What follows belongs to an exercise in optimizing a design on an open flow for small area, a short achievable clock period and few clock cycles; a production flow would make more cautious choices.
Where RTL was checked, it was by simulation tests only, not by an equivalence proof against the original.
No functional check of the RTL was part of runs 1, 4, 5 and 9.
Power figures rest on the tool's default switching activity, not on a simulated workload.

**design/flow/config.mk**
```make
export PLATFORM = sky130hd
export DESIGN_NAME = L1_cache
export DESIGN_NICKNAME = L1_cache
export VERILOG_FILES = /design/flow/design.v
export SDC_FILE = /design/flow/constraint.sdc
export NUM_CORES = 4
export LEC_CHECK = 0
export ABC_AREA = 1
export CAP_MARGIN = 20
export CORE_AREA = 4 4 226 226
export DIE_AREA = 0 0 230 230
export PLACE_DENSITY = 0.6
export SLEW_MARGIN = 20
```
**design/flow/design.v**
```verilog
module L1_cache
(
	input clk,
	input rst,
	input [31:0] mem_address, mem_wdata,
	input logic mem_read, mem_write,
	input [3:0] mem_byte_enable,
	output [31:0] mem_rdata,
	output logic mem_resp,
	input logic pmem_resp,
	input [255:0] pmem_rdata,
	output pmem_read, pmem_write,
	output logic [31:0] pmem_address,
	output [255:0] pmem_wdata
);
logic [255:0] line;
logic [26:0] tag;
logic valid, dirty;
logic [7:0] wsel;      
logic [3:0] wbe;       
logic [31:0] rdata_q;  
logic [3:0] s, o;
wire req     = mem_read | mem_write;
wire cidle   = ~(s[3] | s[1] | s[0]);
wire hit     = valid & (tag == mem_address[31:5]);
wire st_done = s[1] & (|wbe);       
function automatic logic [3:0] next(input logic [3:0] q, input logic rq,
	input logic ht, input logic dn, input logic pr);
	logic rd, wr, rs, pd, cidle, miss, rd_start;
	{rd, wr, rs, pd} = q;
	cidle = ~(rd | rs | pd);
	miss = cidle & rq & ~ht;
	rd_start = (miss & ~dn) | (pd & wr & pr);
	next[3] = rd ? ~pr : rd_start;
	next[2] = wr ? ~pr : (~rd & dn);
	next[1] = (cidle & rq & ht) | (rd & pr);
	next[0] = pd ? ~(wr & pr) : (miss & dn);
endfunction
wire dirty_n = st_done | (dirty & ~(s[2] & pmem_resp));
always_ff @(posedge clk) begin
	if (rst) begin
		s <= 4'b0;
		o <= 4'b0;
		valid <= 1'b0;
		dirty <= 1'b0;
	end else begin
		s <= next(s, req, hit, dirty_n, pmem_resp);
		o <= next(o, req, hit, dirty_n, pmem_resp);
		dirty <= dirty_n;
		if (s[3] & pmem_resp) valid <= 1'b1;
		else if (cidle & ~req & ~dirty_n) valid <= 1'b0;
	end
end
assign pmem_read    = o[3];
assign pmem_write   = o[2];
assign mem_resp     = o[1];
assign pmem_address = {tag, 5'b0};
assign pmem_wdata   = line;
assign mem_rdata    = rdata_q;
always_ff @(posedge clk) begin
	if (cidle) begin
		for (int w = 0; w < 8; w++)
			wsel[w] <= (mem_address[4:2] == 3'(w));
		wbe <= mem_write ? mem_byte_enable : 4'b0;
	end
	if ((cidle & ~dirty_n) | (s[0] & s[2] & pmem_resp))
		tag <= mem_address[31:5];
end
logic [255:0] line_d;
always_comb begin
	for (int k = 0; k < 32; k++) begin
		logic m, f, h;
		m = wsel[k / 4] & wbe[k % 4] & (s[3] | s[1]);
		f = s[3] & ~m;
		h = ~s[3] & ~m;
		line_d[8*k +: 8] = ({8{m}} & mem_wdata[8*(k%4) +: 8])
		                 | ({8{f}} & pmem_rdata[8*k +: 8])
		                 | ({8{h}} & line[8*k +: 8]);
	end
end
always_ff @(posedge clk)
	line <= line_d;
logic [7:0] rsel;
logic [31:0] rdata_d;
always_comb begin
	for (int w = 0; w < 8; w++)
		rsel[w] = cidle ? (mem_address[4:2] == 3'(w)) : wsel[w];
	rdata_d = '0;
	for (int w = 0; w < 8; w++)
		rdata_d = rdata_d | ({32{rsel[w]}} & line_d[32*w +: 32]);
end
always_ff @(posedge clk)
	rdata_q <= rdata_d;
endmodule
```
**design/flow/standard.sh**
```bash
#!/bin/bash
# synth_recipe.tcl (not shown) runs the flow's synth.tcl, then flattens the netlist and writes it again
# the make line also repeats each setting of config.mk as NAME=value (left out here)
make -C /OpenROAD-flow-scripts/flow DESIGN_CONFIG=/design/flow/config.mk WORK_HOME=/design/flow/orfs CLKGATE_MAP_FILE= SYNTH_SCRIPT=/design/flow/synth_recipe.tcl "${@:-finish}"
```
**design/flow/constraint.sdc**
```tcl
create_clock -name core_clock -period 10.0 [get_ports {clk}]
set_input_delay 2.0000 -clock core_clock [delete_from_list [all_inputs] [get_ports {clk}]]
set_output_delay 2.0000 -clock core_clock [all_outputs]
set_load 0.01 [all_outputs]
```
**design/flow/flow/run.sh**
```bash
#!/bin/bash
# Standard layout, with plain buffers on the ports, a clock tree without
# dummy loads and timing repair aimed at a larger setup margin. The whole
# ORFS output goes to standard_flow.log.
set -euo pipefail
bash standard.sh "BUFFER_PORTS_ARGS=-buffer_cell sky130_fd_sc_hd__buf_1" \
  "CTS_ARGS=-sink_clustering_enable -repair_clock_nets -dont_use_dummy_load -buf_list sky130_fd_sc_hd__clkbuf_16 -root_buf sky130_fd_sc_hd__clkbuf_16 -sink_clustering_size 24 -sink_clustering_max_diameter 120 -distance_between_buffers 400" \
  SETUP_SLACK_MARGIN=6.9 finish > standard_flow.log 2>&1
```
==> results.toml, run 1 <==
[setup_path]
r2r_cells = 12
r2r_start = "s[3]"
crit_start = "tag[13]"
reg2reg_slack_ns = 7.06
worst-path-buf-inv = 1
startpoint_type = "register"
end_kind = "output pin"
r2r_end = "rdata_q[16]"
worstPathRequired_ns = 8.00
crit_fanout = 2
cp_slowest_stage_delay_ns = 0.43
crit_arrival_ns = 1.11
cp_slowest_cell = "edfxtp_1"
crit_path_cell_trace = "buf_6"
critical_path.top_delay_family = "flip-flops"
worstSetupPathType = "register to output pin"

[die]
dieWidth_um = 230
core_area_um2 = 48850
start_util = 0.3072
die_h_um = 230
die_area_um2 = 52900
rows = 81
io_pins = 652

[yosys]
yosysTopAreaCellShare = 0.4083
syn_inst = 2242
synthTopCellsByArea = "dfxtp_1 41%, nand2_1 32%, nand3_1 8.9%"
yosys_warnings = 1
synth_edf_count = 31
ys_types = 29
synthFlopType = "dfxtp_1"
yosysMostFrequentCell = "nand2_1"
syn_area_um2 = 15000
avgSynthCellArea_um2 = 6.692
ys_ff_latch = 337
async_reset_ff_frac = 0
ys_top_cells_by_count = "1269 x nand2_1, 306 x dfxtp_1, 266 x nand3_1"
yosysSeqAreaShare = 0.4703
synth_top_cell_by_area = "dfxtp_1"

[layout]
fin_util = 0.3936
nets = 3213
drive_gt1_frac = 0.1225
area_delta_synth_final_pct = 28.13

[sta]
rsz0062_at_grt = "true"
hold_viol_final = 0
max_slew.worst_pin.slew_ns = 0.7871
finClkSkew_ns = 0.04800
period_needed_ns = 3.114
fin_setup_tns_ns = 0
drv_slew = 0
setup_viol = 0
max_slew_margin = 0.4734
timing.final.ws_setup_ns = 6.886
finalCritPeriodShare = 0.3114
max_freq_ghz = 0.3212

[power_and_ir_drop]
p_int_uw = 3008
finalPower_uw = 5286
vdd_drop_max_v = 0.0001388
seq_power_share = 0.429
p_switching_uw = 2278
power_density_nw_per_um2 = 275.0
swShare = 0.4309
combPwrFrac = 0.421
p_leak_uw = 0.009005
clockPowerShare = 0.150

[global_route]
antenna_found_initial = 7
grt_max_degree = 36
grt_pass1_wl_um = 102100
grt_pass1_vias = 16220
grt_util_all_layers = 0.2503
overflow = 0

[route]
num_vias = 17070
wl_per_cell_um = 19.82
via_per_inst = 4.811
ant_nets = 0
drtIter0Drc = 1101
routed_wirelength_um = 70330
drt_first_pass_iters = 6
drc = 0

[clocking]
cts.sinks = 337
cts_max_level = 1
cts_hold_buffers = 0
path_clk_slew_ns = 0.10
clock_path_buffers = 3
cts_tree = "yes"
numCtsBuffers = 18
cts_root_buf = "clkbuf_16"
clkLatencyLatePin_ns = 0.54

[worst_hold_path]
min_from = "valid"
min_path_type = "register to register"
min_to = "valid"
holdPathStages = 2

[place]
numPortBuffers = 644
hpwl_um = 54270
dp_slack_ns = 6.129
gp_congestion = 0.9298

[status]
status = "timing/DRC/antenna clean"

[job]
max-cap-violations = 0
[power by group through the flow]
stage	Clock (uW)	Sequential, uW	Combinational [uW]
floorplan	0	2490	891
global placement	0	2280	2070
detailed placement	0	2280	2070
CTS	808	2250	2160
global route	851	2330	2430
finish	794	2270	2220
[per-stage QoR]
| step | hold slack (ns) | cell area (um2) | instances |
|---|---|---|---|
| final | 0.4864 | 19220 | 3548 |
| after global routing | 0.5091 | 19220 | 3546 |
| after CTS | 0.4902 | 18890 | 3529 |
| after detailed placement | 0.4659 | 18120 | 3493 |
| after global placement | 0.4661 | 18120 | 3493 |
| after floorplan | 0.4399 | 15040 | 2246 |
[worst max path at each step]
stage / to / cells after the start
floorplan: tag[0] / 4
global placement: tag[2] / 5
detailed placement: tag[10] / 5
CTS: pmem_address[18] / 1
global route: pmem_address[28] / 1
finish: pmem_address[18] / 1
[routing by layer]
layer  track usage  share of wire  wire (um)  vias up
met1        0.3280           0.42      29430     7957
met5             0         0.0010         71        -
li1              -              -          -     8281
met3       0.04584          0.081       5730       96
met2        0.4278           0.47      33390      727
met4       0.06200          0.024       1710       10
[layout make-up]
class	instances	area, um2
Clock buffer	18	450.4
Tap cell	664	830.8
Antenna cell	2	5.005
Multi-Input combinational cell	1766	7515
Sequential cell	337	7096
Fill cell	5480	29620
Timing Repair Buffer	686	3039
Inverter	75	289.0
[state kept, by name, summed over array words and instances, names as in the netlist]
register  cells
line        256
rdata_q      32
tag          27
wsel          8
o             4
s             4
wbe           4
dirty         1
valid         1
[placed cells by master, fill, tap and decap left out, types with 9 or more instances in the layout]
| master | n |
|---|---|
| a21oi_1 | 9 |
| buf_1 | 465 |
| buf_2 | 89 |
| buf_4 | 42 |
| clkbuf_16 | 18 |
| clkbuf_2 | 80 |
| dfxtp_1 | 275 |
| dfxtp_2 | 31 |
| edfxtp_1 | 31 |
| inv_1 | 70 |
| nand2_1 | 1267 |
| nand3_1 | 266 |
| nor2_1 | 120 |
| nor2_2 | 26 |
| nor2_4 | 30 |
| o21ai_4 | 10 |
[logic make-up (layout without fill, tap and decap cells)]
kind of cell / Yosys count / in the layout / synth area share
simple gates: 1730 / 1731 / 0.4769
xor+xnor: 7 / 7 / 0.004086
buf+inv: 145 / 779 / 0.03903
flops: 337 / 337 / 0.4703
compound gates: 22 / 23 / 0.009423
other cells: 1 / 7 / 0.0002499
[timing repair]
| action | 4_1_cts | 5_1_grt |
|---|---|---|
| setup buffers | 16 | 17 |
| cloned | 2 | 0 |
| setup endpoints to repair | 208 | 142 |
| resized for setup | 124 | 116 |
| pin swaps | 3 | 2 |
==> run 2: changes to the inputs <==
--- a/design/flow/design.v
+++ b/design/flow/design.v
@@ -32,11 +32,13 @@
 	miss = cidle & rq & ~ht;
 	rd_start = (miss & ~dn) | (pd & wr & pr);
 	next[3] = rd ? ~pr : rd_start;
-	next[2] = wr ? ~pr : (~rd & dn);
+	next[2] = wr ? ~pr : ((~rd | pr) & dn);
 	next[1] = (cidle & rq & ht) | (rd & pr);
 	next[0] = pd ? ~(wr & pr) : (miss & dn);
 endfunction
-wire dirty_n = st_done | (dirty & ~(s[2] & pmem_resp));
+wire st_hit  = cidle & mem_write & (|mem_byte_enable) & hit;
+wire st_fill = s[3] & pmem_resp & (|wbe);
+wire dirty_n = st_done | st_hit | st_fill | (dirty & ~(s[2] & pmem_resp));
 always_ff @(posedge clk) begin
 	if (rst) begin
 		s <= 4'b0;
==> run 2 against run 1 <==
Still clean on timing, DRC and antenna. Non-clock buffer count rose by 11. Combinational power rose by 68%. First-iteration DRC count rose by 7.4%. Design area fell by 1.1%. Sequential share of layout area rose by 0.60 points. Count of clock-buffer cells in the layout did not move. Synthesized area fell by 3.8%. Critical path depth did not move. Clock skew rose by 0.019 ns. Critical path type unchanged. Highest routed layer is now met4.
==> results.toml, run 2 <==
[status]
status = "timing/DRC/antenna clean"

[route]
via_per_inst = 5.052
num_vias = 16730
drtIter0Drc = 1183
drc = 0
routed_wirelength_um = 70900
ant_nets = 0
drt_first_pass_iters = 7
wl_per_cell_um = 21.41

[die]
die_area_um2 = 52900
start_util = 0.2956
die_h_um = 230
dieWidth_um = 230
io_pins = 652
rows = 81
core_area_um2 = 48850

[setup_path]
r2r_cells = 12
crit_path_cell_trace = "clkbuf_2"
end_kind = "output pin"
reg2reg_slack_ns = 7.30
r2r_end = "rdata_q[20]"
cp_slowest_stage_delay_ns = 0.45
critical_path.top_delay_family = "flip-flops"
cp_slowest_cell = "edfxtp_1"
startpoint_type = "register"
r2r_start = "s[3]"
crit_arrival_ns = 1.14
crit_fanout = 2
worst-path-buf-inv = 1
worstSetupPathType = "register to output pin"
worstPathRequired_ns = 8.00

[power_and_ir_drop]
swShare = 0.4677
clockPowerShare = 0.112
power_density_nw_per_um2 = 369.6
p_switching_uw = 3289
vdd_drop_max_v = 0.0001471
p_leak_uw = 0.008267
seq_power_share = 0.359
combPwrFrac = 0.529
p_int_uw = 3742
finalPower_uw = 7031

[yosys]
synth.area.mux_share = 0
yosys.area_share.adder = 0
async_reset_ff_frac = 0
synthTopCellsByArea = "dfxtp_1 42%, nand2_1 24%, o211ai_1 12%"
synthFlopType = "dfxtp_1"
yosys_warnings = 1
ys_types = 28
syn_area_um2 = 14440
yosysMostFrequentCell = "nand2_1"
synthXorXnorAreaFrac = 0.007278
yosysSeqAreaShare = 0.4887
ys_top_cells_by_count = "920 x nand2_1, 306 x dfxtp_1, 232 x o211ai_1"
synth_top_family_by_area = "simple AND/OR/NAND/NOR gates"
ys_ff_latch = 337
synth_top_cell_by_area = "dfxtp_1"
yosys.area_share.simple = 0.3156
syn_inst = 1969
synth_compound_area_frac = 0.1413
synth_edf_count = 31
avgSynthCellArea_um2 = 7.334
yosysTopAreaCellShare = 0.4242

[clocking]
clkLatencyLatePin_ns = 0.54
clock_path_buffers = 3
cts_max_level = 1
numCtsBuffers = 18
cts.sinks = 337
cts_root_buf = "clkbuf_16"
path_clk_slew_ns = 0.10
cts_hold_buffers = 0
cts_tree = "yes"

[global_route]
grt_max_degree = 50
grt_pass1_vias = 16610
antenna_found_initial = 0
grt_pass1_wl_um = 102800
grt_util_all_layers = 0.2503
overflow = 0

[sta]
fin_setup_tns_ns = 0
period_needed_ns = 3.139
rsz0062_at_grt = "true"
timing.final.ws_setup_ns = 6.861
max_freq_ghz = 0.3186
finClkSkew_ns = 0.06672
drv_slew = 0
max_slew.worst_pin.slew_ns = 0.9322
holdWs_ns = 0.4746
finalCritPeriodShare = 0.3139
max_slew_margin = 0.3785
setup_viol = 0
hold_viol_final = 0

[layout]
nets = 2978
final_cell_mix = "917 x nand2_1, 404 x buf_1, 247 x dfxtp_1"
multi_input_area_um2 = 6854
max_flop_register = "line"
drive_gt1_frac = 0.1522
seqCellArea_um2 = 7136
largestRegisters = "line (256), rdata_q (32), tag (27)"
largest_reg_flops = 256
final_common_cell = "nand2_1"
area_delta_synth_final_pct = 31.73
fillers = 5310

[place]
numPortBuffers = 644
gp_congestion = 0.9616
hpwl_um = 54900
dp_slack_ns = 5.905

[worst_hold_path]
min_path_type = "register to register"
min_to = "valid"
holdPathStages = 2
min_from = "valid"

[job]
max-cap-violations = 0
run 2: changes by cell type after synthesis, sizes merged, moves of 3 or more:
cell,delta
inv,+51
a21oi,+33
nor2,-35
nand2,-356
clkbuf,+3
xor2,-3
nand3,-181
nand4,+5
xnor2,+8
buf,-31
o211ai,+232
run 2: how the worst max path moves through the flow:
stage                         from                to  slack (ns)  cells past startpoint
floorplan           mem_address[8]            tag[0]        6.57                     11
global placement    mem_address[8]           tag[24]        5.94                     11
global route               tag[12]  pmem_address[17]        6.82                      1
finish                     tag[12]  pmem_address[17]        6.86                      1
detailed placement  mem_address[8]           tag[12]        5.91                     11
CTS                        tag[23]  pmem_address[28]        6.84                      1
run 2: cell families (layout without fill, tap and decap cells):
kind of cell | Yosys count | in the layout
AO/OA/AOI/OAI | 286 | 287
AND/OR/NAND/NOR | 1164 | 1164
other | 1 | 6
flip-flops | 337 | 337
XOR/XNOR | 12 | 12
buffers and inverters | 169 | 842
run 2: through the flow:
step | cell area [um2] | std cells | utilization
finish | 19020 | 3312 | 0.3894
CTS | 18630 | 3295 | 0.3813
detailed placement | 17710 | 3249 | 0.3626
global route | 19020 | 3311 | 0.3894
floorplan | 14500 | 1973 | -
global placement | 17680 | 3248 | 0.3620
run 2: power by group through the flow:
stage                     clock [uW]  combinational (uW)  sequential (uW)
after floorplan                    0                1680             2740
after global placement             0                3300             2510
after detailed placement           0                3340             2520
after CTS                        812                3570             2490
after global routing             856                4060             2590
final                            790                3720             2520
run 2: layer usage:
layer / vias up / global-route usage / share of wire
met5: - / 0 / 0
met4: 0 / 0.07713 / 0.033
met3: 133 / 0.04732 / 0.080
met2: 836 / 0.4368 / 0.49
met1: 7921 / 0.3135 / 0.40
li1: 7841 / - / -
run 2: tightest hold or removal path, stage by stage (launching register included):
cell and delay [ns]:
dfxtp_1 0.33, nand2_1 0.06, a21oi_1 0.05
run 2: cell type report:
cell class	instances	area share
antenna	1	0.0001316
timing repair buffer	697	0.1711
multi-input combinational	1468	0.3603
inverter	127	0.02598
tap	664	0.04368
clock buffer	18	0.02368
sequential	337	0.3751
run 2: what timing repair did:
item,CTS,global route
setup endpoints to repair,181,205
gates cloned,1,0
setup buffers,27,16
pin swaps,2,1
gates resized for setup,167,170
Testbench counts of run 2, summed over its fixed seeds: cycles 134,489.
==> run 3: changes to the inputs <==
==> design/flow/flow/run.sh (replaced) <==
#!/bin/bash
# Standard layout, with plain buffers on the ports, a clock tree without
# dummy loads and timing repair aimed at a larger setup margin. The whole
# ORFS output goes to standard_flow.log.
set -euo pipefail
bash standard.sh "BUFFER_PORTS_ARGS=-buffer_cell sky130_fd_sc_hd__buf_1" \
  "CTS_ARGS=-sink_clustering_enable -repair_clock_nets -dont_use_dummy_load -buf_list sky130_fd_sc_hd__clkbuf_8 -root_buf sky130_fd_sc_hd__clkbuf_16 -sink_clustering_size 16 -sink_clustering_max_diameter 60" \
  SETUP_SLACK_MARGIN=6.9 finish > standard_flow.log 2>&1
==> run 3 against run 2 <==
Via count increased by 0.50%. Synthesized area unchanged. Clock skew decreased by 0.0070 ns. Sequential share of layout area increased by 0.078 points. Register-to-register slack improved by 0.03 ns. Clock power increased by 7.3%. Fmax increased by 0.85%. First-iteration DRC count increased by 3.5%. Critical path type unchanged. Critical endpoint is now pmem_address[28]. Cell count increased by 0.51%. Sequential cell count unchanged. Worst hold slack got worse by 0.0047 ns. Largest power group unchanged.
==> results.toml, run 3 <==
[route]
drc = 0
met1_length_um = 28330
drt_first_pass_iters = 5
wl_per_cell_um = 21.29
drtIter0Drc = 1224
routed_wirelength_um = 70870
via_per_inst = 5.051
ant_nets = 0
num_vias = 16810
dr_wl_met3_um = 5781
wl_met2_um = 34120
top_layer = "met4"

[status]
status = "timing/DRC/antenna clean"

[sta]
setup_viol = 0
max_slew_margin = 0.3805
drv_slew = 0
period_needed_ns = 3.112
hold_viol_final = 0
max_slew.worst_pin.slew_ns = 0.9292
rsz0062_at_grt = "true"
timing.final.ws_setup_ns = 6.888
fin_setup_tns_ns = 0
finalCritPeriodShare = 0.3112
max_freq_ghz = 0.3213
finClkSkew_ns = 0.05969

[setup_path]
worstSetupPathType = "register to output pin"
end_kind = "output pin"
critical_path.top_delay_family = "flip-flops"
worstPathRequired_ns = 8.00
crit_fanout = 3
cp_slowest_stage_delay_ns = 0.43
crit_path_cell_trace = "clkbuf_2"
cp_slowest_cell = "edfxtp_1"
crit_arrival_ns = 1.11
worst-path-buf-inv = 1
startpoint_type = "register"

[clocking]
numCtsBuffers = 35
clock_path_buffers = 3
cts.sinks = 337
cts_tree = "yes"
clkLatencyLatePin_ns = 0.54
cts_hold_buffers = 0
cts_root_buf = "clkbuf_16"
path_clk_slew_ns = 0.09
cts_max_level = 2

[power_and_ir_drop]
vdd_drop_max_v = 0.0001405
power_density_nw_per_um2 = 370.2
p_leak_uw = 0.007930

[layout]
max_flop_register = "line"
largestRegisters = "line (256), rdata_q (32), tag (27)"
largest_reg_flops = 256
seqCellArea_um2 = 7086
drive_gt1_frac = 0.1003
fillers = 5338
multi_input_area_um2 = 6854
final_common_cell = "nand2_1"
final_cell_mix = "917 x nand2_1, 520 x buf_1, 283 x dfxtp_1"
nets = 2994
area_delta_synth_final_pct = 30.53

[die]
die_area_um2 = 52900
dieWidth_um = 230
rows = 81
io_pins = 652
core_area_um2 = 48850
start_util = 0.2956
die_h_um = 230

[global_route]
grt_util_all_layers = 0.2519
grt_pass1_vias = 16730
overflow = 0
antenna_found_initial = 1
grt_pass1_wl_um = 102800
grt_max_degree = 50

[place]
gp_congestion = 0.9616
hpwl_um = 54900
dp_slack_ns = 5.905
numPortBuffers = 644

[job]
max-cap-violations = 0

[yosys]
async_reset_ff_frac = 0
syn_area_um2 = 14440
syn_inst = 1969
ys_types = 28
synthFlopType = "dfxtp_1"
ys_top_cells_by_count = "920 x nand2_1, 306 x dfxtp_1, 232 x o211ai_1"
avgSynthCellArea_um2 = 7.334
yosys_warnings = 1
yosysTopAreaCellShare = 0.4242
yosysMostFrequentCell = "nand2_1"
synth_edf_count = 31
synthTopCellsByArea = "dfxtp_1 42%, nand2_1 24%, o211ai_1 12%"
yosysSeqAreaShare = 0.4887
ys_ff_latch = 337
synth_top_cell_by_area = "dfxtp_1"

[worst_hold_path]
min_path_type = "register to register"
==> run 3: cell counts after synthesis <==
No cell type changed its count.
==> run 3: layer usage <==
metal	vias to the layer above	GRT usage
li1	7872	-
met1	7944	0.3146
met2	842	0.4318
met3	156	0.05278
met4	0	0.08790
met5	-	0
==> run 3: cell families after synthesis <==
| kind of cell | count (synthesis) | share of synthesized area |
|---|---|---|
| xor+xnor | 12 | 0.007278 |
| buf+inv | 169 | 0.04688 |
| simple gates | 1164 | 0.3156 |
| compound gates | 286 | 0.1413 |
| other cells | 1 | 0.0002597 |
| flops | 337 | 0.4887 |
==> run 3: path summary, 6_finish.rpt <==
check | cells after the start | slack [ns] | endpoint | startpoint
worst min register to register | 2 | 0.47 | s[2] | s[2]
worst max register to register | 12 | 7.33 | rdata_q[20] | s[3]
worst min-delay path | 2 | 0.47 | s[2] | s[2]
worst max-delay path | 1 | 6.89 | pmem_address[28] | tag[23]
==> run 3: repair_timing <==
action,4_1_cts,5_1_grt
gates resized for setup,78,88
gates cloned,1,0
endpoints found under the setup margin,116,136
buffers inserted,25,17
pin swaps,2,1
==> run 3: cell type report <==
cell class / count / share of cell area
inverter: 127 / 0.02622
sequential: 337 / 0.3759
tap: 664 / 0.04408
antenna: 2 / 0.0002655
multi-input combinational: 1468 / 0.3636
clock buffer: 35 / 0.02854
timing repair buffer: 696 / 0.1614
==> run 3: worst reg2reg max path, delay by kind of cell (launching register included) <==
| kind | cells | cell delay, ns |
|---|---|---|
| AND/OR/NAND/NOR | 8 | 1.30 |
| flip-flops | 1 | 0.34 |
| AO/OA/AOI/OAI | 2 | 0.35 |
| buffers and inverters | 2 | 0.59 |
==> run 3: where the power goes <==
group          switching (uW)  total, uW  internal [uW]
clock                     488        848            360
sequential                402       2510           2100
combinational            2420       3620           1210
==> run 3: metrics by stage <==
| step | power [uW] | cell area (um2) | hold WS (ns) | instances | utilization |
|---|---|---|---|---|---|
| finish | 6977 | 18850 | 0.4699 | 3329 | 0.3859 |
| global route | 7446 | 18850 | 0.4920 | 3328 | 0.3858 |
| CTS | 6875 | 18570 | 0.4690 | 3310 | 0.3801 |
| detailed placement | 5865 | 17710 | 0.4604 | 3249 | 0.3626 |
| global placement | 5818 | 17680 | 0.4509 | 3248 | 0.3620 |
| floorplan | 4424 | 14500 | 0.4332 | 1973 | - |
==> run 4: changes to the inputs <==
--- a/design/flow/design.v
+++ b/design/flow/design.v
@@ -36,7 +36,7 @@
 	next[1] = (cidle & rq & ht) | (rd & pr);
 	next[0] = pd ? ~(wr & pr) : (miss & dn);
 endfunction
-wire st_hit  = cidle & mem_write & (|mem_byte_enable) & hit;
+wire st_hit  = cidle & (|wbe) & hit;
 wire st_fill = s[3] & pmem_resp & (|wbe);
 wire dirty_n = st_done | st_hit | st_fill | (dirty & ~(s[2] & pmem_resp));
 always_ff @(posedge clk) begin
@@ -59,15 +59,14 @@
 assign pmem_address = {tag, 5'b0};
 assign pmem_wdata   = line;
 assign mem_rdata    = rdata_q;
-always_ff @(posedge clk) begin
-	if (cidle) begin
-		for (int w = 0; w < 8; w++)
-			wsel[w] <= (mem_address[4:2] == 3'(w));
-		wbe <= mem_write ? mem_byte_enable : 4'b0;
-	end
+always_comb begin
+	for (int w = 0; w < 8; w++)
+		wsel[w] = (mem_address[4:2] == 3'(w));
+	wbe = mem_write ? mem_byte_enable : 4'b0;
+end
+always_ff @(posedge clk)
 	if ((cidle & ~dirty_n) | (s[0] & s[2] & pmem_resp))
 		tag <= mem_address[31:5];
-end
 logic [255:0] line_d;
 always_comb begin
 	for (int k = 0; k < 32; k++) begin
@@ -82,14 +81,11 @@
 end
 always_ff @(posedge clk)
 	line <= line_d;
-logic [7:0] rsel;
 logic [31:0] rdata_d;
 always_comb begin
-	for (int w = 0; w < 8; w++)
-		rsel[w] = cidle ? (mem_address[4:2] == 3'(w)) : wsel[w];
 	rdata_d = '0;
 	for (int w = 0; w < 8; w++)
-		rdata_d = rdata_d | ({32{rsel[w]}} & line_d[32*w +: 32]);
+		rdata_d = rdata_d | ({32{wsel[w]}} & line_d[32*w +: 32]);
 end
 always_ff @(posedge clk)
 	rdata_q <= rdata_d;
==> run 4 against run 3 <==
Still clean. Cell count rose by 2.2%. Worst setup slack worse by 0.064 ns. Combinational power decreased by 26%. Critical endpoint is now rdata_q[29].
==> results.toml, run 4 <==
[clocking]
cts_root_buf = "clkbuf_16"
cts.sinks = 325
path_clk_slew_ns = 0.08
cts_max_level = 1
numCtsBuffers = 31
clkLatencyLatePin_ns = 0.57
cts_tree = "yes"
clock_path_buffers = 3

[sta]
max_slew.worst_pin.slew_ns = 0.9435
hold_viol_final = 0
setup_viol = 0
max_slew_margin = 0.3710
fin_setup_tns_ns = 0
finalCritPeriodShare = 0.3176
rsz0062_at_grt = "true"
finClkSkew_ns = 0.06415
period_needed_ns = 3.176
max_freq_ghz = 0.3148
drv_slew = 0

[yosys]
yosys_warnings = 1
synth_edf_count = 27
synth_top_cell_by_area = "dfxtp_1"
syn_inst = 1986
synthTopCellsByArea = "dfxtp_1 42%, nand2_1 26%, o211ai_1 11%"
synthFlopType = "dfxtp_1"
async_reset_ff_frac = 0
yosysSeqAreaShare = 0.4785
yosysMostFrequentCell = "nand2_1"
ys_types = 27
yosysTopAreaCellShare = 0.4213
ys_ff_latch = 325
ys_top_cells_by_count = "965 x nand2_1, 298 x dfxtp_1, 208 x o211ai_1"
avgSynthCellArea_um2 = 7.130
syn_area_um2 = 14160

[die]
core_area_um2 = 48850
die_h_um = 230
io_pins = 652
start_util = 0.2899
rows = 81
dieWidth_um = 230
die_area_um2 = 52900

[global_route]
grt_util_all_layers = 0.2520
antenna_found_initial = 2
grt_max_degree = 43
grt_pass1_wl_um = 103400
overflow = 0
grt_pass1_vias = 16680

[layout]
final_common_cell = "nand2_1"
largest_reg_flops = 256
stdcell_area_um2 = 19890
drive_gt1_frac = 0.2225
finalNonFillerCells = 3403
nets = 3068
final_cell_mix = "949 x nand2_1, 407 x buf_1, 225 x dfxtp_1"
largestRegisters = "line (256), rdata_q (32), tag (27)"
area_delta_synth_final_pct = 40.42
max_flop_register = "line"

[route]
routed_wirelength_um = 71760
drtIter0Drc = 1300
via_per_inst = 5.071
wl_per_cell_um = 21.09
wl_met2_um = 34170
num_vias = 17260
top_layer = "met4"
drc = 0
met1_length_um = 29650
ant_nets = 0
dr_wl_met3_um = 5614
drt_first_pass_iters = 6

[setup_path]
reg2reg_slack_ns = 7.40
end_kind = "register"
crit_path_cell_trace = "buf_12, clkinvlp_4, buf_12, nand3_4, buf_6, nor2_4, clkinvlp_4, o211ai_1, nand2_1, nand2_1, nor2_1, nand4_1"
worstSetupPathType = "input pin to register"
worstPathRequired_ns = 10.45
worst-path-buf-inv = 5
crit_arrival_ns = 3.63
startpoint_type = "input pin"
cp_slowest_stage_delay_ns = 0.31
critical_path.top_delay_family = "buffers and inverters"
cp_slowest_cell = "o211ai_1"
crit_fanout = 7

[place]
gp_congestion = 0.9563
place_inst = 3269
numPortBuffers = 644
hpwl_um = 54900
dpl_cell_area_um2 = 17420

[power_and_ir_drop]
vdd_drop_max_v = 0.0001511
power_density_nw_per_um2 = 292.1
p_leak_uw = 0.008723

[worst_hold_path]
min_path_type = "register to register"

[job]
max-cap-violations = 0

[status]
status = "timing/DRC/antenna clean"
-- run 4: through the flow --
stage               hold WS (ns)  power (uW)    util  setup WS (ns)
floorplan                 0.4332        3585       -          6.526
finish                    0.4664        5808  0.4071          6.824
global placement          0.4547        4624  0.3566          5.707
detailed placement        0.4545        4653  0.3566          5.667
CTS                       0.4663        5661  0.3941          6.838
global route              0.5046        6130  0.4070          6.742
-- run 4: per-layer routing --
metal  vias to the layer above  global-route usage
li1                       7966                   -
met4                         0             0.07826
met5                         -                   0
met1                      8210              0.3282
met2                       936              0.4292
met3                       144             0.04076
-- run 4: cell type report --
type | instances | area (um2)
repair buffers | 753 | 3722
fillers | 5228 | 28960
well taps | 664 | 830.8
flip-flops and latches | 325 | 6870
multi-input cells | 1486 | 7393
clock buffers | 31 | 460.4
diodes | 2 | 5.005
inverters | 142 | 603.1
-- run 4: worst paths after layout --
check                  from           to  cells after the start
max          mem_address[2]  rdata_q[29]                     12
min reg2reg            s[2]         s[2]                      2
max reg2reg            s[3]   rdata_q[1]                     11
min                    s[2]         s[2]                      2
-- run 4: kinds of logic (layout without fill, tap and decap cells) --
logic type      Yosys count  in the layout  share of synthesized area
xor+xnor                  7              7                   0.004329
buf+inv                 180            926                    0.04939
flops                   325            325                     0.4785
other cells               1              7                  0.0002648
compound gates          245            246                     0.1235
simple gates           1228           1228                     0.3440
-- run 4: timing repair --
| item | in CTS | in global routing |
|---|---|---|
| resized for setup | 321 | 201 |
| endpoints found under the setup margin | 445 | 214 |
| pin swaps | 45 | 37 |
| cloned | 1 | 0 |
| hold endpoints to repair | 0 | 0 |
| hold buffers | 0 | 0 |
| setup buffers | 69 | 31 |
-- run 4: report_power, final --
part	internal, uW	total [uW]	switching, uW
Combinational	998	2680	1680
Sequential	1990	2360	371
Clock	304	768	465
Total	3290	5810	2520
-- run 4: tightest hold or removal path, cell delays in order, from the launching register on --
cell and delay [ns]:
dfxtp_1 0.32, inv_1 0.05, a21oi_1 0.05
==> run 5: changes to the inputs <==
--- a/design/flow/design.v
+++ b/design/flow/design.v
@@ -32,13 +32,11 @@
 	miss = cidle & rq & ~ht;
 	rd_start = (miss & ~dn) | (pd & wr & pr);
 	next[3] = rd ? ~pr : rd_start;
-	next[2] = wr ? ~pr : ((~rd | pr) & dn);
+	next[2] = wr ? ~pr : (~rd & dn);
 	next[1] = (cidle & rq & ht) | (rd & pr);
 	next[0] = pd ? ~(wr & pr) : (miss & dn);
 endfunction
-wire st_hit  = cidle & (|wbe) & hit;
-wire st_fill = s[3] & pmem_resp & (|wbe);
-wire dirty_n = st_done | st_hit | st_fill | (dirty & ~(s[2] & pmem_resp));
+wire dirty_n = st_done | (dirty & ~(s[2] & pmem_resp));
 always_ff @(posedge clk) begin
 	if (rst) begin
 		s <= 4'b0;
@@ -59,14 +57,15 @@
 assign pmem_address = {tag, 5'b0};
 assign pmem_wdata   = line;
 assign mem_rdata    = rdata_q;
-always_comb begin
-	for (int w = 0; w < 8; w++)
-		wsel[w] = (mem_address[4:2] == 3'(w));
-	wbe = mem_write ? mem_byte_enable : 4'b0;
-end
-always_ff @(posedge clk)
+always_ff @(posedge clk) begin
+	if (cidle) begin
+		for (int w = 0; w < 8; w++)
+			wsel[w] <= (mem_address[4:2] == 3'(w));
+		wbe <= mem_write ? mem_byte_enable : 4'b0;
+	end
 	if ((cidle & ~dirty_n) | (s[0] & s[2] & pmem_resp))
 		tag <= mem_address[31:5];
+end
 logic [255:0] line_d;
 always_comb begin
 	for (int k = 0; k < 32; k++) begin
@@ -81,11 +80,14 @@
 end
 always_ff @(posedge clk)
 	line <= line_d;
+logic [7:0] rsel;
 logic [31:0] rdata_d;
 always_comb begin
+	for (int w = 0; w < 8; w++)
+		rsel[w] = cidle ? (mem_address[4:2] == 3'(w)) : wsel[w];
 	rdata_d = '0;
 	for (int w = 0; w < 8; w++)
-		rdata_d = rdata_d | ({32{wsel[w]}} & line_d[32*w +: 32]);
+		rdata_d = rdata_d | ({32{rsel[w]}} & line_d[32*w +: 32]);
 end
 always_ff @(posedge clk)
 	rdata_q <= rdata_d;
==> design/flow/flow/run.sh (replaced) <==
#!/bin/bash
# Standard layout, with plain buffers on the ports, a clock tree without
# dummy loads and timing repair aimed at a larger setup margin. The whole
# ORFS output goes to standard_flow.log.
set -euo pipefail
bash standard.sh "BUFFER_PORTS_ARGS=-buffer_cell sky130_fd_sc_hd__buf_1" \
  "CTS_ARGS=-sink_clustering_enable -repair_clock_nets -dont_use_dummy_load -buf_list sky130_fd_sc_hd__clkbuf_8 -root_buf sky130_fd_sc_hd__clkbuf_16 -sink_clustering_size 12 -sink_clustering_max_diameter 60 -sink_clustering_levels 1" \
  SETUP_SLACK_MARGIN=6.9 finish > standard_flow.log 2>&1
==> run 5 against run 4 <==
Count of clock-buffer cells in the layout increased by 7. Synthesized cell count up 13%. Clock power grew 15%.
==> results.toml, run 5 <==
[power_and_ir_drop]
vdd_drop_max_v = 0.0001501
power_density_nw_per_um2 = 278.1
finalPower_uw = 5360
p_leak_uw = 0.008980

[yosys]
yosysMostFrequentCell = "nand2_1"
syn_inst = 2242
synth_edf_count = 31
syn_area_um2 = 15000
ys_types = 29
ys_top_cells_by_count = "1269 x nand2_1, 306 x dfxtp_1, 266 x nand3_1"
yosysSeqAreaShare = 0.4703
synth_top_cell_by_area = "dfxtp_1"
yosys_warnings = 1
ys_ff_latch = 337
synthFlopType = "dfxtp_1"
synthTopCellsByArea = "dfxtp_1 41%, nand2_1 32%, nand3_1 8.9%"
yosysTopAreaCellShare = 0.4083
async_reset_ff_frac = 0
avgSynthCellArea_um2 = 6.692

[sta]
max_freq_ghz = 0.3210
timing.final.ws_setup_ns = 6.884
finalCritPeriodShare = 0.3116
drv_slew = 0
max_slew_margin = 0.4711
rsz0062_at_grt = "true"
hold_viol_final = 0
setup_viol = 0
period_needed_ns = 3.116
fin_setup_tns_ns = 0
finClkSkew_ns = 0.04693
max_slew.worst_pin.slew_ns = 0.7904

[die]
io_pins = 652
dieWidth_um = 230
core_area_um2 = 48850
rows = 81
die_area_um2 = 52900
die_h_um = 230
start_util = 0.3072

[setup_path]
cp_slowest_stage_delay_ns = 0.43
crit_path_cell_trace = "buf_6"
crit_arrival_ns = 1.12
cp_slowest_cell = "edfxtp_1"
worst-path-buf-inv = 1
crit_fanout = 3
critical_path.top_delay_family = "flip-flops"
end_kind = "output pin"
worstPathRequired_ns = 8.00
worstSetupPathType = "register to output pin"
startpoint_type = "register"

[clocking]
path_clk_slew_ns = 0.09
cts_hold_buffers = 0
cts_root_buf = "clkbuf_16"
numCtsBuffers = 38
clock_path_buffers = 3
cts_tree = "yes"
cts_max_level = 2
cts.sinks = 337
clkLatencyLatePin_ns = 0.53

[route]
drt_first_pass_iters = 6
drtIter0Drc = 1035
num_vias = 17140
routed_wirelength_um = 70780
wl_per_cell_um = 19.84
wl_met2_um = 33610
ant_nets = 0
top_layer = "met5"
dr_wl_met3_um = 6007
met1_length_um = 29430
drc = 0
via_per_inst = 4.805

[place]
place_inst = 3493
numPortBuffers = 644
dp_slack_ns = 6.129
gp_congestion = 0.9298
hpwl_um = 54270

[layout]
final_common_cell = "nand2_1"
nets = 3232
final_cell_mix = "1267 x nand2_1, 493 x buf_1, 291 x dfxtp_1"
fin_util = 0.3945
seqCellArea_um2 = 7076
largest_reg_flops = 256
drive_gt1_frac = 0.1124
fillers = 5499
multi_input_area_um2 = 7510
finalNonFillerCells = 3567
max_flop_register = "line"
area_delta_synth_final_pct = 28.44
largestRegisters = "line (256), rdata_q (32), tag (27)"

[global_route]
grt_pass1_wl_um = 103000
grt_pass1_vias = 16360
grt_max_degree = 36
grt_util_all_layers = 0.2538
overflow = 0
antenna_found_initial = 5

[job]
max-cap-violations = 0

[worst_hold_path]
min_path_type = "register to register"

[status]
status = "timing/DRC/antenna clean"
run 5: changes by cell type after synthesis, sizes merged, moves of 8 or more:
| cell | before | now |
|---|---|---|
| buf | 19 | 51 |
| nor2 | 141 | 175 |
| nand2 | 970 | 1278 |
| inv | 142 | 75 |
| a21oi | 33 | 9 |
| o21ai | 3 | 11 |
| o211ai | 208 | 0 |
| nand3b | 9 | 0 |
| dfxtp | 298 | 306 |
| nand3 | 99 | 266 |
run 5: cells by family (layout without fill, tap and decap cells):
kind of cell | count (synthesis) | after routing | share of synthesized area
simple gates | 1730 | 1731 | 0.4769
flops | 337 | 337 | 0.4703
buf+inv | 145 | 798 | 0.03903
compound gates | 22 | 23 | 0.009423
xor+xnor | 7 | 7 | 0.004086
other cells | 1 | 7 | 0.0002499
run 5: area by class of cell:
| type | instances | share of cell area |
|---|---|---|
| Timing Repair Buffer | 685 | 0.1548 |
| Inverter | 75 | 0.01500 |
| Clock buffer | 38 | 0.03006 |
| Antenna cell | 2 | 0.0002597 |
| Multi-Input combinational cell | 1766 | 0.3897 |
| Tap cell | 664 | 0.04311 |
| Sequential cell | 337 | 0.3671 |
run 5: path summary, 6_finish.rpt:
check	to	slack, ns	cells past startpoint	from
max	pmem_address[18]	6.88	1	tag[13]
min	line[93]	0.48	2	line[93]
max reg2reg	rdata_q[1]	6.98	12	s[3]
min reg2reg	line[93]	0.48	2	line[93]
run 5: through the flow:
stage               cell area [um2]  hold WS, ns
finish                        19270       0.4849
global route                  19270       0.5075
global placement              18120       0.4661
CTS                           18990       0.4849
floorplan                     15040       0.4399
detailed placement            18120       0.4659
run 5: routing by layer:
metal  GRT usage  up-vias
li1            -     8311
met1      0.3320     7944
met2      0.4277      775
met3     0.05463      103
met4     0.06427        8
met5           0        -
run 5: what timing repair did:
| item | in CTS | in global routing |
|---|---|---|
| endpoints found under the setup margin | 181 | 142 |
| resized for setup | 87 | 97 |
| pin swaps | 3 | 3 |
| gates cloned | 2 | 0 |
| setup buffers | 19 | 13 |
run 5: where the power goes:
group / total (uW) / internal (uW) / switching [uW]
combinational: 2210 / 717 / 1490
sequential: 2270 / 1950 / 320
clock: 886 / 386 / 501
run 5: worst register-to-register path: cells and delay by family, from the launching register on:
family / cells / cell delay, ns
flops: 1 / 0.32
simple gates: 10 / 1.91
buf+inv: 2 / 0.68
==> run 6: changes to the inputs <==
--- a/design/flow/design.v
+++ b/design/flow/design.v
@@ -32,11 +32,13 @@
 	miss = cidle & rq & ~ht;
 	rd_start = (miss & ~dn) | (pd & wr & pr);
 	next[3] = rd ? ~pr : rd_start;
-	next[2] = wr ? ~pr : (~rd & dn);
+	next[2] = wr ? ~pr : ((~rd | pr) & dn);
 	next[1] = (cidle & rq & ht) | (rd & pr);
 	next[0] = pd ? ~(wr & pr) : (miss & dn);
 endfunction
-wire dirty_n = st_done | (dirty & ~(s[2] & pmem_resp));
+wire st_hit  = cidle & mem_write & (|mem_byte_enable) & hit;
+wire st_fill = s[3] & pmem_resp & (|wbe);
+wire dirty_n = st_done | st_hit | st_fill | (dirty & ~(s[2] & pmem_resp));
 always_ff @(posedge clk) begin
 	if (rst) begin
 		s <= 4'b0;
==> design/flow/flow/run.sh (replaced) <==
#!/bin/bash
# Standard layout, with plain buffers on the ports, closer port pins, a
# clock tree without dummy loads and timing repair aimed at a larger setup
# margin. The whole ORFS output goes to standard_flow.log.
set -euo pipefail
bash standard.sh "BUFFER_PORTS_ARGS=-buffer_cell sky130_fd_sc_hd__buf_1" \
  "CTS_ARGS=-sink_clustering_enable -repair_clock_nets -dont_use_dummy_load -buf_list sky130_fd_sc_hd__clkbuf_8 -root_buf sky130_fd_sc_hd__clkbuf_16 -sink_clustering_size 16 -sink_clustering_max_diameter 60" \
  "PLACE_PINS_ARGS=-min_distance 1 -min_distance_in_tracks" \
  SETUP_SLACK_MARGIN=6.9 finish > standard_flow.log 2>&1
--- a/design/flow/config.mk
+++ b/design/flow/config.mk
@@ -7,7 +7,8 @@
 export LEC_CHECK = 0
 export ABC_AREA = 1
 export CAP_MARGIN = 20
-export CORE_AREA = 4 4 226 226
-export DIE_AREA = 0 0 230 230
-export PLACE_DENSITY = 0.6
+export CORE_AREA = 4 4 181 181
+export DIE_AREA = 0 0 185 185
+export GPL_TIMING_DRIVEN = 0
+export PLACE_DENSITY = 0.75
 export SLEW_MARGIN = 20
==> run 6 against run 5 <==
Highest routed layer unchanged. Cell count down 14%. Non-clock buffer count is 32 higher. Register-to-register slack gained 0.67 ns.
==> results.toml, run 6 <==
[worst_hold_path]
min_path_type = "register to register"
min_from = "valid"
min_to = "valid"
holdPathStages = 2

[setup_path]
crit_path_cell_trace = "clkbuf_2"
crit_fanout = 3
worstSetupPathType = "register to output pin"
crit_arrival_ns = 1.14
critical_path.top_delay_family = "flip-flops"
reg2reg_slack_ns = 7.65
crit_start = "tag[7]"
r2r_start = "s[3]"
r2r_end = "rdata_q[22]"
cp_slowest_stage_delay_ns = 0.44
worst-path-buf-inv = 1
startpoint_type = "register"
end_kind = "output pin"
worstPathRequired_ns = 8.00
r2r_cells = 9
cp_slowest_cell = "edfxtp_1"

[yosys]
yosysTopAreaCellShare = 0.4242
async_reset_ff_frac = 0
synthTopCellsByArea = "dfxtp_1 42%, nand2_1 24%, o211ai_1 12%"
synth_compound_area_frac = 0.1413
syn_inst = 1969
syn_area_um2 = 14440
yosys.area_share.simple = 0.3156
avgSynthCellArea_um2 = 7.334
yosys_warnings = 1
synthXorXnorAreaFrac = 0.007278
synth_top_family_by_area = "simple AND/OR/NAND/NOR gates"
synth_edf_count = 31
synth.area.mux_share = 0
synthFlopType = "dfxtp_1"
ys_top_cells_by_count = "920 x nand2_1, 306 x dfxtp_1, 232 x o211ai_1"
yosysMostFrequentCell = "nand2_1"
yosysSeqAreaShare = 0.4887
synth_top_cell_by_area = "dfxtp_1"
yosys.area_share.adder = 0
ys_types = 28
ys_ff_latch = 337

[power_and_ir_drop]
seq_power_share = 0.363
swShare = 0.4799
vdd_drop_max_v = 0.0001437
p_int_uw = 3594
p_leak_uw = 0.007986
p_switching_uw = 3316
power_density_nw_per_um2 = 375.4
combPwrFrac = 0.525
clockPowerShare = 0.111

[clocking]
cts_max_level = 1
cts_root_buf = "clkbuf_16"
clock_path_buffers = 3
numCtsBuffers = 31
clkLatencyLatePin_ns = 0.55
cts.sinks = 337
path_clk_slew_ns = 0.09
cts_tree = "yes"
cts_hold_buffers = 0

[global_route]
grt_pass1_vias = 16420
grt_max_degree = 17
overflow = 0
antenna_found_initial = 13
grt_util_all_layers = 0.3688
grt_pass1_wl_um = 96650

[layout]
multi_input_area_um2 = 6785
largest_reg_flops = 256
area_delta_synth_final_pct = 27.48
nets = 3011
fillers = 3041
largestRegisters = "line (256), rdata_q (32), tag (27)"
drive_gt1_frac = 0.1052
final_common_cell = "nand2_1"
seqCellArea_um2 = 7074
max_flop_register = "line"
final_cell_mix = "917 x nand2_1, 498 x buf_1, 292 x dfxtp_1"

[route]
via_per_inst = 5.669
routed_wirelength_um = 67830
drtIter0Drc = 1713
drt_first_pass_iters = 8
wl_per_cell_um = 21.99
num_vias = 17480
drc = 0
ant_nets = 0

[sta]
finalCritPeriodShare = 0.3138
hold_viol_final = 0
period_needed_ns = 3.138
max_slew.worst_pin.slew_ns = 0.8749
setup_viol = 0
max_freq_ghz = 0.3187
max_slew_margin = 0.4167
holdWs_ns = 0.4664
drv_slew = 0
finClkSkew_ns = 0.04598
rsz0062_at_grt = "true"
timing.final.ws_setup_ns = 6.862
fin_setup_tns_ns = 0

[die]
die_area_um2 = 34230
rows = 64
start_util = 0.4696
die_h_um = 185
core_area_um2 = 30750
io_pins = 652
dieWidth_um = 185

[place]
dp_slack_ns = 5.916
gp_congestion = 1.029
hpwl_um = 53090
numPortBuffers = 644

[status]
status = "timing/DRC/antenna clean"

[job]
max-cap-violations = 0
==> run 6: cell types whose count changed after synthesis, moves of 33 or more <==
cell | before | now
nand3_1 | 266 | 85
buf_1 | 34 | 1
a21oi_1 | 9 | 42
inv_1 | 71 | 125
nand2_1 | 1269 | 920
o211ai_1 | 0 | 232
==> run 6: layer usage <==
layer | routed length [um] | up-vias | global-route usage
li1 | - | 7917 | -
met1 | 25650 | 8083 | 0.4655
met2 | 29490 | 1209 | 0.5737
met3 | 7676 | 265 | 0.09544
met4 | 4950 | 10 | 0.2099
met5 | 67 | - | 0.01143
==> run 6: cells by family (layout without fill, tap and decap cells) <==
kind of cell    after synthesis  after routing
compound gates              286            287
xor+xnor                     12             12
buf+inv                     169            875
flops                       337            337
other cells                   1             13
simple gates               1164           1164
==> run 6: repair_timing <==
item,CTS,global route
pin swaps,3,1
gates cloned,1,0
resized for setup,62,129
setup endpoints to repair,120,162
buffers inserted,21,10
==> run 6: power by group through the flow <==
stage	registers [uW]	clock network [uW]	logic, uW
after floorplan	2740	0	1680
after global placement	2500	0	3240
after detailed placement	2510	0	3300
after CTS	2480	769	3440
after global routing	2560	822	3920
final	2510	770	3630
==> run 6: worst max-delay path by stage <==
stage                                   to  depth (start not counted)
after floorplan                     tag[0]                         11
after global placement             tag[22]                         11
after detailed placement            tag[1]                          5
after CTS                 pmem_address[12]                          1
after global routing                tag[0]                         13
final                     pmem_address[12]                          1
==> run 6: per-stage QoR <==
stage               utilization  std cells  total power (uW)  cell area [um2]
finish                   0.5987       3084              6910            18410
global route             0.5986       3083              7304            18410
CTS                      0.5900       3066              6689            18140
detailed placement       0.5664       3013              5810            17420
global placement         0.5664       3013              5744            17420
floorplan                     -       1973              4424            14500
==> run 6: area by class of cell <==
type                    instances  area share
diodes                          8    0.001087
well taps                     396     0.02691
inverters                     127     0.02685
repair buffers                675      0.1557
plain buffers                  42     0.01155
flip-flops and latches        337      0.3843
clock buffers                  31     0.02501
multi-input cells            1468      0.3686
Testbench counts of run 6, summed over its fixed seeds: cycles 134,489.
==> run 7: changes to the inputs <==
--- a/design/flow/config.mk
+++ b/design/flow/config.mk
@@ -9,6 +9,5 @@
 export CAP_MARGIN = 20
 export CORE_AREA = 4 4 181 181
 export DIE_AREA = 0 0 185 185
-export GPL_TIMING_DRIVEN = 0
 export PLACE_DENSITY = 0.75
 export SLEW_MARGIN = 20
==> run 7 against run 6 <==
Count of clock-buffer cells in the layout stayed put. First-iteration DRC count fell by 9.3%. Utilization decreased by 0.25 points. Power fell by 1.8%. Clock power fell by 0.6%. Largest cell class unchanged. Largest power group unchanged.
==> results.toml, run 7 <==
[power_and_ir_drop]
vdd_drop_max_v = 0.0001705
power_density_nw_per_um2 = 370.0
p_leak_uw = 0.007832

[route]
dr_wl_met3_um = 6361
wl_per_cell_um = 20.77
via_per_inst = 5.580
wl_met2_um = 27050
num_vias = 16940
drt_first_pass_iters = 6
drc = 0
routed_wirelength_um = 63040
met1_length_um = 24580
drtIter0Drc = 1553
ant_nets = 0
top_layer = "met5"

[sta]
hold_viol_final = 0
max_freq_ghz = 0.3193
finClkSkew_ns = 0.05370
max_slew.worst_pin.slew_ns = 1.045
setup_viol = 0
max_slew_margin = 0.3005
drv_slew = 0
period_needed_ns = 3.131
rsz0062_at_grt = "true"
fin_setup_tns_ns = 0
finalCritPeriodShare = 0.3131
timing.final.ws_setup_ns = 6.869

[yosys]
ys_ff_latch = 337
yosys_warnings = 1
async_reset_ff_frac = 0
syn_inst = 1969
yosysTopAreaCellShare = 0.4242
ys_top_cells_by_count = "920 x nand2_1, 306 x dfxtp_1, 232 x o211ai_1"
synth_edf_count = 31
synthTopCellsByArea = "dfxtp_1 42%, nand2_1 24%, o211ai_1 12%"
syn_area_um2 = 14440
ys_types = 28
yosysMostFrequentCell = "nand2_1"
synthFlopType = "dfxtp_1"
yosysSeqAreaShare = 0.4887
synth_top_cell_by_area = "dfxtp_1"
avgSynthCellArea_um2 = 7.334

[setup_path]
end_kind = "output pin"
r2r_end = "rdata_q[3]"
worst-path-buf-inv = 1
r2r_start = "s[1]"
cp_slowest_cell = "edfxtp_1"
reg2reg_slack_ns = 7.39
worstPathRequired_ns = 8.00
critical_path.top_delay_family = "flip-flops"
crit_path_cell_trace = "clkbuf_2"
r2r_cells = 10
cp_slowest_stage_delay_ns = 0.45
startpoint_type = "register"
crit_fanout = 3
worstSetupPathType = "register to output pin"
crit_arrival_ns = 1.13

[clocking]
path_clk_slew_ns = 0.09
numCtsBuffers = 31
cts_hold_buffers = 0
cts.sinks = 337
clkLatencyLatePin_ns = 0.55
cts_root_buf = "clkbuf_16"
cts_max_level = 1
clock_path_buffers = 3
cts_tree = "yes"

[global_route]
grt_pass1_vias = 15960
grt_pass1_wl_um = 91540
grt_util_all_layers = 0.3431
antenna_found_initial = 9
overflow = 0
grt_max_degree = 50

[job]
max-cap-violations = 0

[die]
core_area_um2 = 30750
start_util = 0.4696
rows = 64
dieWidth_um = 185
die_h_um = 185
die_area_um2 = 34230
io_pins = 652

[layout]
final_cell_mix = "917 x nand2_1, 505 x buf_1, 288 x dfxtp_1"
largest_reg_flops = 256
final_common_cell = "nand2_1"
largestRegisters = "line (256), rdata_q (32), tag (27)"
area_delta_synth_final_pct = 26.96
drive_gt1_frac = 0.09377
fin_util = 0.5962
fillers = 2995
nets = 2965
max_flop_register = "line"

[status]
status = "timing/DRC/antenna clean"

[place]
dp_slack_ns = 5.905
hpwl_um = 48460
numPortBuffers = 644
gp_congestion = 1.031

[worst_hold_path]
min_from = "valid"
holdPathStages = 2
min_path_type = "register to register"
min_to = "valid"
run 7: cell counts after synthesis:
Identical to the previous run, type by type.
run 7: worst max-delay path by stage:
stage / startpoint / to / cells after the start
global route: tag[7] / pmem_address[12] / 1
CTS: tag[7] / pmem_address[12] / 1
floorplan: mem_address[8] / tag[0] / 11
global placement: mem_address[8] / tag[23] / 11
detailed placement: pmem_resp / tag[1] / 5
finish: tag[7] / pmem_address[12] / 1
run 7: cells by family after synthesis:
family / Yosys count / share of synthesized area
other: 1 / 0.0002597
xor gates and xnor gates: 12 / 0.007278
DFF: 337 / 0.4887
buffers and inverters: 169 / 0.04688
and+or+nand+nor: 1164 / 0.3156
AOI/OAI and AO/OA: 286 / 0.1413
run 7: routing by layer:
| metal | vias to the layer above | track usage |
|---|---|---|
| li1 | 7802 | - |
| met1 | 7777 | 0.4401 |
| met2 | 1076 | 0.5227 |
| met3 | 270 | 0.08425 |
| met4 | 10 | 0.2073 |
| met5 | - | 0.01000 |
run 7: repair_timing:
action | in CTS | in global routing
hold endpoints to repair | 0 | 0
endpoints found under the setup margin | 107 | 117
resized for setup | 78 | 93
pin swaps | 3 | 1
gates cloned | 1 | 0
buffers inserted | 12 | 7
run 7: layout make-up:
class | count | area [um2] | share of cell area
inverters | 127 | 494.2 | 0.02696
repair buffers | 671 | 2929 | 0.1598
multi-input cells | 1468 | 6859 | 0.3741
well taps | 396 | 495.5 | 0.02703
flip-flops and latches | 337 | 7082 | 0.3863
diodes | 5 | 12.51 | 0.0006825
clock buffers | 31 | 460.4 | 0.02512
run 7: power breakdown:
part           switching, uW  internal (uW)  leakage [uW]
logic                   2330           1170       0.00472
registers                412           2100       0.00288
clock network            460            304      0.000238
total                   3210           3580       0.00783
run 7: per-stage QoR:
step                cells  total power, uW  instance area (um2)  hold slack (ns)
floorplan            1973             4424                14500           0.4332
global placement     2974             5659                17300           0.4520
detailed placement   2974             5719                17300           0.4559
CTS                  3018             6602                17990           0.4698
global route         3034             7206                18330           0.4911
finish               3035             6783                18330           0.4743
==> run 8: changes to the inputs <==
--- a/design/flow/config.mk
+++ b/design/flow/config.mk
@@ -7,7 +7,7 @@
 export LEC_CHECK = 0
 export ABC_AREA = 1
 export CAP_MARGIN = 20
-export CORE_AREA = 4 4 181 181
-export DIE_AREA = 0 0 185 185
-export PLACE_DENSITY = 0.75
+export CORE_AREA = 4 4 156 156
+export DIE_AREA = 0 0 160 160
+export PLACE_DENSITY = 0.85
 export SLEW_MARGIN = 20
==> run 8 against run 7 <==
Utilization up 20 points. Cell count down 3.3%. Worst hold slack better by 0.017 ns. Still clean. Global-route usage up 11 points. Synthesized area unchanged.
==> results.toml, run 8 <==
[yosys]
avgSynthCellArea_um2 = 7.334
ys_ff_latch = 337
yosysSeqAreaShare = 0.4887
yosys_warnings = 1
syn_inst = 1969
syn_area_um2 = 14440
synth_top_cell_by_area = "dfxtp_1"
yosysMostFrequentCell = "nand2_1"
ys_top_cells_by_count = "920 x nand2_1, 306 x dfxtp_1, 232 x o211ai_1"
synthFlopType = "dfxtp_1"
synthTopCellsByArea = "dfxtp_1 42%, nand2_1 24%, o211ai_1 12%"
async_reset_ff_frac = 0
yosysTopAreaCellShare = 0.4242
synth_edf_count = 31
ys_types = 28

[layout]
max_flop_register = "line"
final_cell_mix = "916 x nand2_1, 527 x buf_1, 278 x dfxtp_1"
seqCellArea_um2 = 7097
finalNonFillerCells = 2934
stdcell_area_um2 = 18190
final_common_cell = "nand2_1"
drive_gt1_frac = 0.09383
area_delta_synth_final_pct = 25.97
largest_reg_flops = 256
largestRegisters = "line (256), rdata_q (32), tag (27)"
nets = 2974
multi_input_area_um2 = 6875
fillers = 1613

[sta]
drv_slew = 0
timing.final.ws_setup_ns = 6.671
hold_viol_final = 0
period_needed_ns = 3.329
finalCritPeriodShare = 0.3329
max_freq_ghz = 0.3004
fin_setup_tns_ns = 0
rsz0062_at_grt = "true"
setup_viol = 0
max_slew_margin = 0.1952
finClkSkew_ns = 0.06155
max_slew.worst_pin.slew_ns = 1.203

[clocking]
cts_root_buf = "clkbuf_16"
clkLatencyLatePin_ns = 0.56
path_clk_slew_ns = 0.11
cts_tree = "yes"
cts.sinks = 337
numCtsBuffers = 26
clock_path_buffers = 3
cts_max_level = 1

[power_and_ir_drop]
power_density_nw_per_um2 = 379.7
p_leak_uw = 0.007781
finalPower_uw = 6907
vdd_drop_max_v = 0.0002233

[place]
hpwl_um = 45830
gp_congestion = 1.037
dpl_cell_area_um2 = 17150
place_inst = 2863
dp_slack_ns = 5.897
numPortBuffers = 644

[global_route]
grt_max_degree = 50
antenna_found_initial = 10
grt_pass1_vias = 17240
grt_pass1_wl_um = 93400
overflow = 0
grt_util_all_layers = 0.4573

[setup_path]
critical_path.top_delay_family = "flip-flops"
worstPathRequired_ns = 8.00
r2r_start = "s[3]"
crit_arrival_ns = 1.33
end_kind = "output pin"
crit_path_cell_trace = "clkbuf_2"
cp_slowest_cell = "edfxtp_1"
worst-path-buf-inv = 1
startpoint_type = "register"
worstSetupPathType = "register to output pin"
cp_slowest_stage_delay_ns = 0.56
r2r_cells = 10
reg2reg_slack_ns = 7.05
crit_fanout = 2
r2r_end = "rdata_q[30]"

[die]
rows = 55
start_util = 0.6359
die_h_um = 160
dieWidth_um = 160
io_pins = 652
die_area_um2 = 25600
core_area_um2 = 22710

[route]
ant_nets = 0
num_vias = 18400
routed_wirelength_um = 65590
drt_first_pass_iters = 9
drc = 0
via_per_inst = 6.270
wl_per_cell_um = 22.36
drtIter0Drc = 2823

[job]
max-cap-violations = 0

[worst_hold_path]
min_from = "valid"
min_to = "valid"
holdPathStages = 2
min_path_type = "register to register"

[status]
status = "timing/DRC/antenna clean"
[run 8: cell counts after synthesis]
No cell type changed its count.
[run 8: cell type report]
type                       instances  area share
timing repair buffer             684      0.1627
inverter                         127     0.02717
antenna                            6   0.0008254
sequential                       337      0.3902
clock buffer                      26     0.02153
tap                              285     0.01960
multi-input combinational       1469      0.3780
[run 8: kinds of logic (layout without fill, tap and decap cells)]
logic type	Yosys count	in the layout	share of synthesized area
flops	337	337	0.4887
simple gates	1164	1164	0.3156
xor+xnor	12	12	0.007278
other cells	1	11	0.0002597
compound gates	286	288	0.1413
buf+inv	169	837	0.04688
[run 8: worst max-delay path by stage]
stage                    start          endpoint  slack, ns  cells after the start
3_5_place_dp    mem_address[8]           tag[22]       5.90                     11
4_1_cts                 tag[0]   pmem_address[5]       6.86                      1
3_3_place_gp    mem_address[8]           tag[14]       5.97                     11
2_1_floorplan   mem_address[8]            tag[0]       6.57                     11
5_1_grt        mem_address[19]           tag[22]       6.43                     10
6_report               tag[11]  pmem_address[16]       6.67                      1
[run 8: timing repair]
action,4_1_cts,5_1_grt
setup endpoints to repair,67,154
gates resized for setup,30,142
pin swaps,2,3
buffers inserted,18,17
hold buffers,0,0
cloned,1,1
[run 8: per-stage QoR]
step	utilization	hold slack, ns
global route	0.8008	0.4987
global placement	0.7552	0.4514
floorplan	-	0.4332
CTS	0.7823	0.4832
detailed placement	0.7552	0.4701
finish	0.8010	0.4915
[run 8: report_power, final]
group,leakage [uW],switching [uW],internal [uW]
clock,0.000202,449,262
combinational,0.00470,2440,1180
sequential,0.00288,465,2110
total,0.00778,3360,3550
[run 8: per-layer routing]
metal | routed length (um) | global-route usage | vias up | share of wire
li1 | - | - | 7818 | -
met1 | 21730 | 0.5353 | 8218 | 0.33
met2 | 27560 | 0.6936 | 1845 | 0.42
met3 | 10220 | 0.1716 | 508 | 0.16
met4 | 6032 | 0.3207 | 8 | 0.092
met5 | 46 | 0.003788 | - | 0.00070
==> run 9: changes to the inputs <==
--- a/design/flow/design.v
+++ b/design/flow/design.v
@@ -86,7 +86,7 @@
 logic [31:0] rdata_d;
 always_comb begin
 	for (int w = 0; w < 8; w++)
-		rsel[w] = cidle ? (mem_address[4:2] == 3'(w)) : wsel[w];
+		rsel[w] = (mem_address[4:2] == 3'(w));
 	rdata_d = '0;
 	for (int w = 0; w < 8; w++)
 		rdata_d = rdata_d | ({32{rsel[w]}} & line_d[32*w +: 32]);
==> design/flow/config.mk (replaced) <==
export PLATFORM = sky130hd
export DESIGN_NAME = L1_cache
export DESIGN_NICKNAME = L1_cache
export VERILOG_FILES = /design/flow/design.v
export SDC_FILE = /design/flow/constraint.sdc
export NUM_CORES = 4
export LEC_CHECK = 0
export ABC_AREA = 1
export CAP_MARGIN = 5
export CORE_AREA = 4 4 181 181
export DIE_AREA = 0 0 185 185
export PLACE_DENSITY = 0.75
export SLEW_MARGIN = 5
==> run 9 against run 8 <==
Critical path type is now input pin to register. Non-clock buffer count up 17. Clock skew down 0.018 ns. Design area up 1.9%. Highest routed layer unchanged. Still clean on timing, DRC and antenna.
==> results.toml, run 9 <==
[status]
status = "timing/DRC/antenna clean"

[layout]
drive_gt1_frac = 0.09561
final_common_cell = "nand2_1"
finalNonFillerCells = 3070
fin_util = 0.6028
fillers = 2995
area_delta_synth_final_pct = 27.96
final_cell_mix = "918 x nand2_1, 509 x buf_1, 290 x dfxtp_1"
largestRegisters = "line (256), rdata_q (32), tag (27)"
max_flop_register = "line"

[sta]
finClkSkew_ns = 0.04382
fin_setup_tns_ns = 0
period_needed_ns = 3.164
hold_viol_final = 0
finalCritPeriodShare = 0.3164
max_slew.worst_pin.slew_ns = 0.9961
max_freq_ghz = 0.3160
drv_slew = 0
max_slew_margin = 0.3359
setup_viol = 0

[yosys]
avgSynthCellArea_um2 = 7.339
yosys.area_share.simple = 0.3091
synth.area.mux_share = 0
ys_ff_latch = 337
synthTopCellsByArea = "dfxtp_1 41%, nand2_1 24%, o211ai_1 13%"
async_reset_ff_frac = 0
ys_top_cells_by_count = "919 x nand2_1, 298 x dfxtp_1, 248 x o211ai_1"
yosysTopAreaCellShare = 0.4118
yosysMostFrequentCell = "nand2_1"
yosys.area_share.adder = 0
synthXorXnorAreaFrac = 0.001814
synth_top_cell_by_area = "dfxtp_1"
syn_inst = 1974

[setup_path]
end_kind = "register"
cp_slowest_cell = "o21ai_4"
crit_arrival_ns = 3.41
cp_slowest_stage_delay_ns = 0.24
reg2reg_slack_ns = 7.11
r2r_end = "rdata_q[12]"
worstPathRequired_ns = 10.25
r2r_start = "s[3]"

[die]
start_util = 0.4711
core_area_um2 = 30750
die_h_um = 185
die_area_um2 = 34230
rows = 64
dieWidth_um = 185

[route]
drc = 0
routed_wirelength_um = 64710
drtIter0Drc = 1401
num_vias = 17170
wl_per_cell_um = 21.08
ant_nets = 0
drt_first_pass_iters = 6

[worst_hold_path]
min_from = "s[2]"
min_path_type = "register to register"
holdPathStages = 2
min_to = "s[2]"

[clocking]
cts_tree = "yes"
clkLatencyLatePin_ns = 0.54
cts.sinks = 337
cts_max_level = 1
cts_hold_buffers = 0

[power_and_ir_drop]
power_density_nw_per_um2 = 360.9
finalPower_uw = 6689

[place]
gp_congestion = 1.003
place_inst = 2987

[global_route]
antenna_found_initial = 13
grt_util_all_layers = 0.3482
grt_max_degree = 36

[job]
max-cap-violations = 0
## run 9: cell count changes in the layout (fill, tap and decap cells not counted), sizes merged, moves of 9 or more
cell	change
xnor2	-11
clkbuf	+9
nor3	+9
inv	+11
nand4	-9
buf	+12
o211ai	+16
## run 9: report_power, final
part,internal [uW],switching (uW)
Clock,296,452
Sequential,2120,435
Combinational,1160,2230
## run 9: cell type report
type	count	area (um2)	area share
inverters	139	531.8	0.02869
well taps	396	495.5	0.02673
repair buffers	701	3098	0.1671
diodes	7	17.52	0.0009450
multi-input cells	1460	6798	0.3667
flip-flops and latches	337	7149	0.3857
clock buffers	30	446.7	0.02410
## run 9: cells by family (layout without fill, tap and decap cells)
logic type | Yosys count | after routing
flip-flops | 337 | 337
AND/OR/NAND/NOR | 1152 | 1152
AO/OA/AOI/OAI | 299 | 300
XOR/XNOR | 3 | 3
other | 1 | 12
buffers and inverters | 182 | 870
## run 9: per-layer routing
metal  GRT usage  vias to the layer above  wire length [um]  share of wire
li1            -                     7898                 -              -
met1      0.4308                     7868             24480           0.38
met2      0.5532                     1138             28810           0.45
met3      0.1005                      255              7225           0.11
met4      0.1820                       12              4104          0.063
met5           0                        -                81         0.0013
## run 9: worst max-delay path: cells and delay by family
kind | cells | cell delay, ns
AND/OR/NAND/NOR | 6 | 0.67
buffers and inverters | 3 | 0.37
AO/OA/AOI/OAI | 2 | 0.34
## run 9: worst max path at each step
stage | start | endpoint | slack, ns | depth (start not counted)
floorplan | mem_address[5] | tag[0] | 6.48 | 9
global placement | mem_address[5] | tag[13] | 5.91 | 10
detailed placement | mem_address[5] | tag[13] | 5.90 | 10
CTS | tag[4] | pmem_address[9] | 6.87 | 1
global route | tag[0] | pmem_address[5] | 6.77 | 1
finish | mem_address[5] | tag[23] | 6.84 | 11
## run 9: timing repair
| item | 4_1_cts | 5_1_grt |
|---|---|---|
| hold endpoints to repair | 0 | 0 |
| pin swaps | 4 | 9 |
| cloned | 1 | 1 |
| setup buffers | 24 | 20 |
| endpoints found under the setup margin | 126 | 162 |
| gates resized for setup | 52 | 112 |
## run 9: through the flow
step / area, um2 / setup WS, ns
3_5_place_dp: 17390 / 5.899
5_1_grt: 18530 / 6.773
4_1_cts: 18170 / 6.868
2_1_floorplan: 14540 / 6.479
6_report: 18540 / 6.836
3_3_place_gp: 17390 / 5.910

Setup slack of run 9, layout unchanged: 6.836 ns with ideal ports, 6.792 ns with driving cells assumed (clock clkbuf_16, inputs buf_2), 6.291 ns with port delays also shifted by the 0.565 ns mid clock arrival.
